Context: an optimization exercise on an open-source flow, tuned for small area. The choices shown serve that exercise and are no tape-out recipe.
The RTL of this run was laid out without a check of its function.
Power is estimated from default activity; no workload was simulated.

[flow/design.v]
module LLIO
(
	input         CLK_50M,
	input         ENABLE,         
	input         IO_LATCH_IN,    
	output logic  IO_LATCH_OUT,
	input         IO_DATA_IN,     
	output logic  IO_DATA_OUT,
	input         LLIO_SYNC,      
	output        LLIO_EN,        
	output [7:0]  LLIO_TYPE,      
	output [23:0] LLIO_BUTTONS,   
	output [47:0] LLIO_ANALOG     
);
enum bit [7:0] {
	LLIO_POLL               = 8'h00,  
	LLIO_STATUS             = 8'h01,  
	LLIO_PRESSURE_STATUS    = 8'h02,  
	LLIO_SET_MODES          = 8'h20,  
	LLIO_GET_MODES          = 8'h21,  
	LLIO_RUMBLE_CONST_START_FROM_PARMS = 8'h11,  
	LLIO_RUBMLE_CONST_END              = 8'h12,
	LLIO_RUMBLE_SINE_START_FROM_PARMS  = 8'h14,  
	LLIO_RUMBLE_SINE_END               = 8'h18,
	LLIO_RUMBLE_CONST_JOLT             = 8'h1A,
	LLIO_RUMBLE_SINE_JOLT              = 8'h1B,
	LLIO_RUMBLE_PARMS                  = 8'h1C  
} commands;
enum bit [7:0] {
	LLIO_ERROR_NODATA       = 8'h00,
	LLIO_ERROR_AP_NO_REPORT = 8'hFF
} errors;
enum bit [20:0] {
	TIME_POLL   = 21'd820000,  
	TIME_SETTLE = 21'd150,     
	TIME_WAIT   = 21'd500,     
	TIME_LEADIN = 21'd84,      
	TIME_BIT_H  = 21'd109,     
	TIME_BIT_R  = 21'd115,     
	TIME_SYNC_H = 21'd49,      
	TIME_SYNC_L = 21'd50       
} time_periods;
typedef enum bit [2:0] {
	READ_IDLE,
	READ_POLL,
	WRITE_STATUS,
	READ_STATUS,
	WRITE_SETUP,
	WRITE_MODES,
	READ_MODES
} execution_stage;
typedef enum bit [3:0] {
	STATE_IDLE,
	STATE_WRITE_START,
	STATE_WRITE,
	STATE_WRITE_END,
	STATE_READ_START,
	STATE_READ_WAIT,
	STATE_READ,
	STATE_READ_END
} execution_state;
logic [20:0]  cycle, count, poll_offset, poll_counter, sync_counter;
logic [31:0]  write_buffer;
logic [3:0]   write_length;
logic [2:0]   read_bit;  
logic [3:0]   read_byte;
logic [7:0]   read_buffer[13];
logic [3:0]   read_length;
logic [23:0]  lljs_buttons;
logic [47:0]  lljs_analog;
logic [7:0]   lljs_type;
logic [7:0]   lljs_modes;
reg   [20:0]  poll_time;
logic latch;
logic is_latched;
logic data_in, data_out;
logic enable;
logic old_sync, new_sync, old_data;
execution_stage stage;
execution_state state;
assign LLIO_TYPE = lljs_type;
assign LLIO_BUTTONS = lljs_buttons;
assign LLIO_ANALOG = lljs_analog;
assign LLIO_EN = enable;
always_comb begin
	if (latch) begin
		IO_LATCH_OUT <= 1'b0;
		IO_DATA_OUT <= data_out;
	end else begin
		IO_LATCH_OUT <= 1'b1;
		IO_DATA_OUT <= 1'b1;
	end
end
always_ff @(posedge CLK_50M) begin
	if (ENABLE) begin
	old_sync <= new_sync;
	new_sync <= LLIO_SYNC;
	cycle <= cycle + 1'b1;
	if (~latch) begin
		is_latched <= ~IO_LATCH_IN;
		old_data <= data_in;
		data_in <= IO_DATA_IN;
	end
	if (~old_sync && new_sync) begin
		sync_counter <= 0;
		poll_time <= poll_counter - 21'd9500;  
		poll_counter <= 0;
	end else begin
		sync_counter <= sync_counter + 1'b1;
		poll_counter <= poll_counter + 1'b1;
	end
	if (stage == READ_POLL || stage == READ_STATUS)
		poll_offset <= poll_offset + 1'b1;
	case (state)
		STATE_IDLE: begin  
			if (is_latched) begin  
				enable <= 1'b1;
				cycle <= 0;
				count <= 0;
				read_byte <= 0;
				state <= STATE_READ_START;
			end else if (stage == WRITE_STATUS) begin  
				if (cycle > TIME_WAIT) begin
					cycle <= 0;
					state <= STATE_WRITE_START;
					stage <= READ_STATUS;
					read_length <= 'd13;
					write_buffer <= {24'd0, LLIO_STATUS};
				end
			end else if (stage == WRITE_MODES) begin
				if (cycle > TIME_WAIT) begin
					cycle <= 0;
					stage <= READ_MODES;
					read_length <= 1'd1;
					state <= STATE_WRITE_START;
					write_buffer <= {24'd0, LLIO_GET_MODES};
				end
			end else if (sync_counter >= (((poll_offset < (poll_time >> 1)) && enable) ?
				(poll_time - poll_offset) : poll_time)) begin  
				if (stage != READ_IDLE) begin  
					enable <= 1'b0;
					poll_offset <= 0;
					poll_time <= TIME_POLL;
					lljs_buttons <= 24'h0;
					lljs_type <= 8'h0;
					lljs_analog <= 48'h808080808080;
				end
				poll_offset <= 0;
				sync_counter <= 0;
				cycle <= 0;
				read_length <= 0;
				state <= STATE_WRITE_START;
				stage <= READ_POLL;
				write_buffer <= {24'd0, LLIO_POLL};
			end
		end
		STATE_WRITE_START: begin
			if (cycle == 0) begin
				data_out <= 1'b0; 
				latch <= 1'b1;  
				write_length <= 'h8;  
			end else if (cycle >= TIME_LEADIN) begin
				cycle <= 0;
				state <= STATE_WRITE;
			end
		end
		STATE_WRITE: begin
			if (write_length == 0) begin
				state <= STATE_WRITE_END;
				cycle <= 0;
			end else if (cycle == 'd0) begin  
				data_out <= 1'b1;
			end else if (cycle == TIME_BIT_H) begin  
				data_out <= ~write_buffer[0];
				write_buffer <= {1'b0, write_buffer[31:1]};
			end else if (cycle >= (TIME_BIT_R + TIME_BIT_H)) begin
				write_length <= write_length - 1'b1;
				cycle <= 0;
			end
		end
		STATE_WRITE_END: begin
			if (cycle == 0)
				data_out <= 1'b1;
			else if (cycle == TIME_SYNC_H)
				data_out <= 1'b0;
			else if (cycle == (TIME_SYNC_H + TIME_SYNC_L)) begin
				latch <= 1'b0;  
			end else if (cycle >= (TIME_SYNC_H + TIME_SYNC_L + TIME_SETTLE)) begin
				state <= STATE_IDLE;
				cycle <= 0;
			end
		end
		STATE_READ_START: begin
			if (cycle >= TIME_SETTLE && ~is_latched) begin  
				cycle <= 0;
				if (stage == READ_POLL)  
					stage <= WRITE_STATUS;
				state <= STATE_IDLE;
			end else if (count >= 'd10) begin  
				cycle <= 'd10;
				read_bit <= 3'h0;
				state <= STATE_READ;
			end else if (cycle >= TIME_LEADIN && data_in) begin  
				count <= count + 1'b1;
			end
		end
		STATE_READ_WAIT: begin  
			if (cycle > (TIME_SYNC_H + TIME_SYNC_L + 'd5) ||
				((cycle > 'd25) && ~old_data && data_in)) begin  
				cycle <= 0;
				read_bit <= 3'h0;
				state <= (read_byte >= read_length) ? STATE_READ_END : STATE_READ;
			end
		end
		STATE_READ: begin
			if (~is_latched) begin  
				cycle <= 0;
				state <= STATE_IDLE;
			end if (cycle == (TIME_BIT_H + (TIME_BIT_R >> 1))) begin  
				read_buffer[read_byte][read_bit] <= ~data_in;
				read_bit <= read_bit + 1'b1;
			end else if (cycle >= TIME_BIT_H + TIME_BIT_R) begin
				cycle <= 0;
				if (read_bit == 3'h0) begin  
					if (read_byte == 0) begin
						if (stage == READ_STATUS) begin
							lljs_type <= read_buffer[0];
						end else if (stage == READ_MODES) begin
							lljs_modes <= read_buffer[0];
						end
					end else if (read_byte == 'd3)
						lljs_buttons[23:0] <= {read_buffer[3], read_buffer[2], read_buffer[1]};
					else if (read_byte == 'd12) begin
						lljs_analog[47:0] <=
							{read_buffer[11], read_buffer[10], read_buffer[8],
							read_buffer[7], read_buffer[5], read_buffer[4]};
					end
					read_byte <= read_byte + 1'd1;
					state <= STATE_READ_WAIT;
				end
			end
		end
		STATE_READ_END: begin
			if (cycle >= TIME_WAIT) begin  
				if (stage == READ_STATUS) begin
					if (lljs_modes[7]) begin
						lljs_buttons[10] <= lljs_buttons[10] | (lljs_analog[15:8] < 'd50);
						lljs_buttons[11] <= lljs_buttons[10] | (lljs_analog[15:8] > 'd200);
						lljs_buttons[12] <= lljs_buttons[10] | (lljs_analog[7:0]  < 'd50);
						lljs_buttons[13] <= lljs_buttons[10] | (lljs_analog[7:0]  > 'd200);
					end
					stage <= WRITE_MODES;
				end else begin
					stage <= READ_IDLE;
				end
				cycle <= 0;
				state <= STATE_IDLE;
			end
		end
		default: begin
			cycle <= 0;
			count <= 0;
			stage <= READ_IDLE;
			state <= STATE_IDLE;
		end
	endcase
	end else begin
		cycle <= 0;
		count <= 0;
		poll_offset <= 0;
		poll_counter <= 0;
		sync_counter <= 0;
		poll_time <= TIME_POLL;
		write_buffer <= 0;
		write_length <= 0;
		read_bit <= 0;
		read_byte <= 0;
		read_length <= 0;
		is_latched <= 1'b0;
		data_in <= 1'b0;
		data_out <= 1'b0;
		old_data <= 1'b0;
		old_sync <= 1'b0;
		new_sync <= 1'b0;
		latch <= 1'b0;
		enable <= 1'b0;
		lljs_analog <= 0;
		lljs_buttons <= 0;
		lljs_modes <= 0;
		lljs_type <= 0;
		state <= STATE_IDLE;
		stage <= READ_IDLE;
	end
end
endmodule
[flow/run.sh]
#!/bin/bash
# synth_recipe.tcl (not shown) runs the flow's synth.tcl, then flattens the netlist and writes it again
# the make line also repeats each setting of config.mk as NAME=value (left out here)
make -C /OpenROAD-flow-scripts/flow DESIGN_CONFIG=/design/flow/config.mk WORK_HOME=/design/flow/orfs CLKGATE_MAP_FILE= SYNTH_SCRIPT=/design/flow/synth_recipe.tcl finish
[flow/config.mk]
export PLATFORM = sky130hd
export DESIGN_NAME = LLIO
export DESIGN_NICKNAME = LLIO
export VERILOG_FILES = /design/flow/design.v
export SDC_FILE = /design/flow/constraint.sdc
export NUM_CORES = 4
export LEC_CHECK = 0
export CAP_MARGIN = 20
export CORE_MARGIN = 2
export CORE_UTILIZATION = 40
export PLACE_DENSITY = 0.6
export SLEW_MARGIN = 20
[flow/constraint.sdc]
create_clock -name core_clock -period 20.0 [get_ports {CLK_50M}]
set_input_delay 4.0000 -clock core_clock [delete_from_list [all_inputs] [get_ports {CLK_50M}]]
set_output_delay 4.0000 -clock core_clock [all_outputs]
set_load 0.01 [all_outputs]
==> impl_metrics.toml <==
[die]
fp.dieW_microns = 201
start_util_pct = 40.4
dieArea_sq_mm = 0.0406
rows = 72
die_h_microns = 201
io_pins = 88
core-area_sq_mm = 0.0386

[cells_and_area]
n_antenna_cell = 0
area_delta_synth_final_pct = 17.1
nets = 1940
drive_gt1_share_pct = 5.43
stdcell_count = 2396
final_cell_area_sq_mm = 0.0183

[power]
swShare_pct = 26.0
switchingPower_w = 0.000410
seqPwrFrac_pct = 44.1
pwr-share-comb_pct = 10.4
p_leak_nw = 6.45
power_frac_clock_pct = 45.5
intPower_w = 0.00117
irDropWorstVdd_uv = 58.3
powerDensity_mw_per_mm2 = 86.3

[routing]
ant_nets = 0
vias_per_cell = 5.32
vias = 12755
wirelength_microns = 39700
drtIter0Drc = 905
drc_errors = 0
firstDrtPassIters = 5
routedWlPerCell_microns = 16.6

[timing]
whs_ns = 0.449
finalClockSkew_ns = 0.0237
hold_viol = 0
worstMarginPinSlew_ns = 1.07
slew_headroom_pct = 28.5
period_needed_ns = 6.78
finalCritPeriodShare_pct = 33.9
setup_viol_count_final = 0
rsz0062_at_grt = "false"
fin_setup_tns_ns = 0
fmax_mhz = 147
setup_slack_ns = 13.22
drv_slew = 0

[placement]
place_hpwl_microns = 27600
placed_cells = 2328
portBuffers = 87
gp_congestion = 0.889
dp_worst_setup_slack_ns = 12.61
dpl_cell_area_sq_mm = 0.0170

[yosys]
synth_edf_count = 80
syn_inst = 1791
synth_top_flop_cell = "dfxtp_1"
yosys_register_bits = 321
syn_area_per_cell_sq_um = 8.71
yosysMostFrequentCell = "nor2_1"
synth_common_cells = "292 x nor2_1, 241 x dfxtp_1, 196 x nand2_1"
ys_async_sr_fraction_pct = 0
synthDistinctLibCells = 67
yosysSeqAreaShare_pct = 46.3
synth.top_cell.area_share_pct = 30.9
yosysWarningCount = 1
synth_area_leaders = "dfxtp_1 31%, edfxtp_1 15%, nor2_1 7.0%, ha_1 6.8%, a21oi_1 4.8%"
synth.net_count = 1882
yosysTopAreaCell = "dfxtp_1"
synth_area_sq_mm = 0.0156

[clocking]
cts_tree = "built"
cts_buffers = 37
clockBufferDepth = 3
htree_levels = 2
cts.clk_slew.worst_paths_ns = 0.06
cts_root_buf = "clkbuf_16"
clk-insertion-delay-late_ns = 0.56
hold_buffers = 0
ctsResizeCount = 0
post_cts_buffers = 0
cts.sinks = 321

[global_route]
overflow = 0
grt_use_met1_pct = 26.9
grt_pass1_wl_microns = 64500
antenna_found_initial = 0
grt_pass1_vias = 12220
grt_max_degree = 57
grt_usage_pct = 19.6
grt-busiest-layer = "met2"
grtUsageMet3_pct = 2.70
grtUsageMet2_pct = 32.0

[critical_path]
worst_r2r_endpoint = "lljs_analog[29]"
end_kind = "flip-flop"
required_ns = 20.47
crit_type = "primary input to flip-flop"
r2r_slack_ns = 13.85
r2r-start = "poll_time[13]"
cp_max_fo = 53
worstPathArrival_ns = 7.25
setup.worst_path.start_class = "primary input"
ff2ff_path_depth = 21

[worst_hold_path]
holdCritStartpoint = "lljs_analog[33]"
hold_class = "flip-flop to flip-flop"
min_delay_worst_endpoint = "lljs_analog[33]"
whs_path_depth = 2

[run_status]
outcome = "timing/DRC/antenna clean"

[flow_run]
max-cap-violations = 0
==> layout make-up <==
cell class / instances / area (sq um)
fill: 3765 / 20300
multi-input combinational: 1322 / 7860
sequential: 321 / 7230
clock buffer: 48 / 1020
timing repair buffer: 102 / 983
tap: 518 / 648
clock inverter: 20 / 282
inverter: 65 / 245
==> cell usage in the layout (no fill, tap or decap), drive strengths merged, types with 53 or more instances in the layout <==
cell           synthesis  routed
inv                   65      65
clkdlybuf4s50          0      87
a21oi                150     150
edfxtp                80      80
xor2                  53      53
dfxtp                241     241
xnor2                 57      57
nor2                 292     292
nand3                103     103
ha                    85      85
nand2                196     196
==> per-stage QoR <==
step	util, %	total power [W]
final	47.4	0.00158
after global routing	47.4	0.00164
after CTS	47.4	0.00159
after detailed placement	44.0	0.000871
after global placement	44.0	0.000868
after floorplan	-	0.000828
==> registers in the layout, summed over array words and instances (netlist names), 21 cells and up <==
signal,flops
count,21
lljs_buttons,24
sync_counter,21
read_buffer,80
poll_counter,21
lljs_analog,48
poll_offset,21
cycle,21
poll_time,21
==> kinds of logic after synthesis <==
logic type               synth area share (%)
AND/OR/NAND/NOR                          23.4
other                                  0.0241
multiplexers                            0.907
adder cells (fa/ha/maj)                  6.95
buffers and inverters                    3.59
XOR/XNOR                                 6.18
AO/OA/AOI/OAI                            12.6
flip-flops                               46.3
==> layer usage <==
layer	wire (microns)	up-vias	share of wire [%]
li1	-	6362	-
met4	788	0	2.0
met2	18200	321	46
met3	2000	55	5.0
met1	18700	6017	47
met5	0	-	0
==> worst max-delay path by stage <==
stage                 from                end  slack (ns)  depth (start not counted)
CTS                 ENABLE           cycle[4]       13.19                          6
finish              ENABLE           cycle[4]       13.22                          6
floorplan           ENABLE  read_buffer[0][4]       15.01                          4
global placement    ENABLE           cycle[8]       12.67                          6
global route        ENABLE           cycle[4]       12.81                          6
detailed placement  ENABLE           cycle[4]       12.61                          6
==> worst max-delay path, stage by stage <==
cell and delay, ns:
clkdlybuf4s50_1 0.45, buf_4 0.26, clkinv_2 0.64, nor2_1 0.89, nand2_1 0.65, nor3_1 0.33
==> power groups by stage <==
stage	registers [W]	clock network, W	logic [W]
CTS	0.000695	0.000734	0.000163
finish	0.000696	0.000717	0.000163
global placement	0.000709	0	0.000159
floorplan	0.000695	0	0.000133
global route	0.000698	0.000757	0.000183
detailed placement	0.000710	0	0.000162

port drivers added, routing unchanged:
No port has a modelled driver above. Below, the same layout with a new extraction and two added sets of constraints. Step 1: set_driving_cell puts a clkbuf_16 on CLK_50M and a buf_2 on each other input, an assumption about the parent block. Step 2, shift: input delay + t, output delay - t, t = (earliest + latest rising clock arrival at the registers) / 2. This alone moves slack from input paths to output paths. Slacks: ideal / step 1 / step 2; pairs: ideal / step 1.
t (ns): 0.610
setup WS [ns]: 13.218 / 13.257 / 12.647
latest minus earliest clock arrival (ns): 0.025 / 0.024
worst register clock-pin slew, ns: 0.06 / 0.06
After both steps this run still meets setup and hold. The setup slack of this run moves by +0.039 ns with the drivers and by -0.571 ns with both steps.
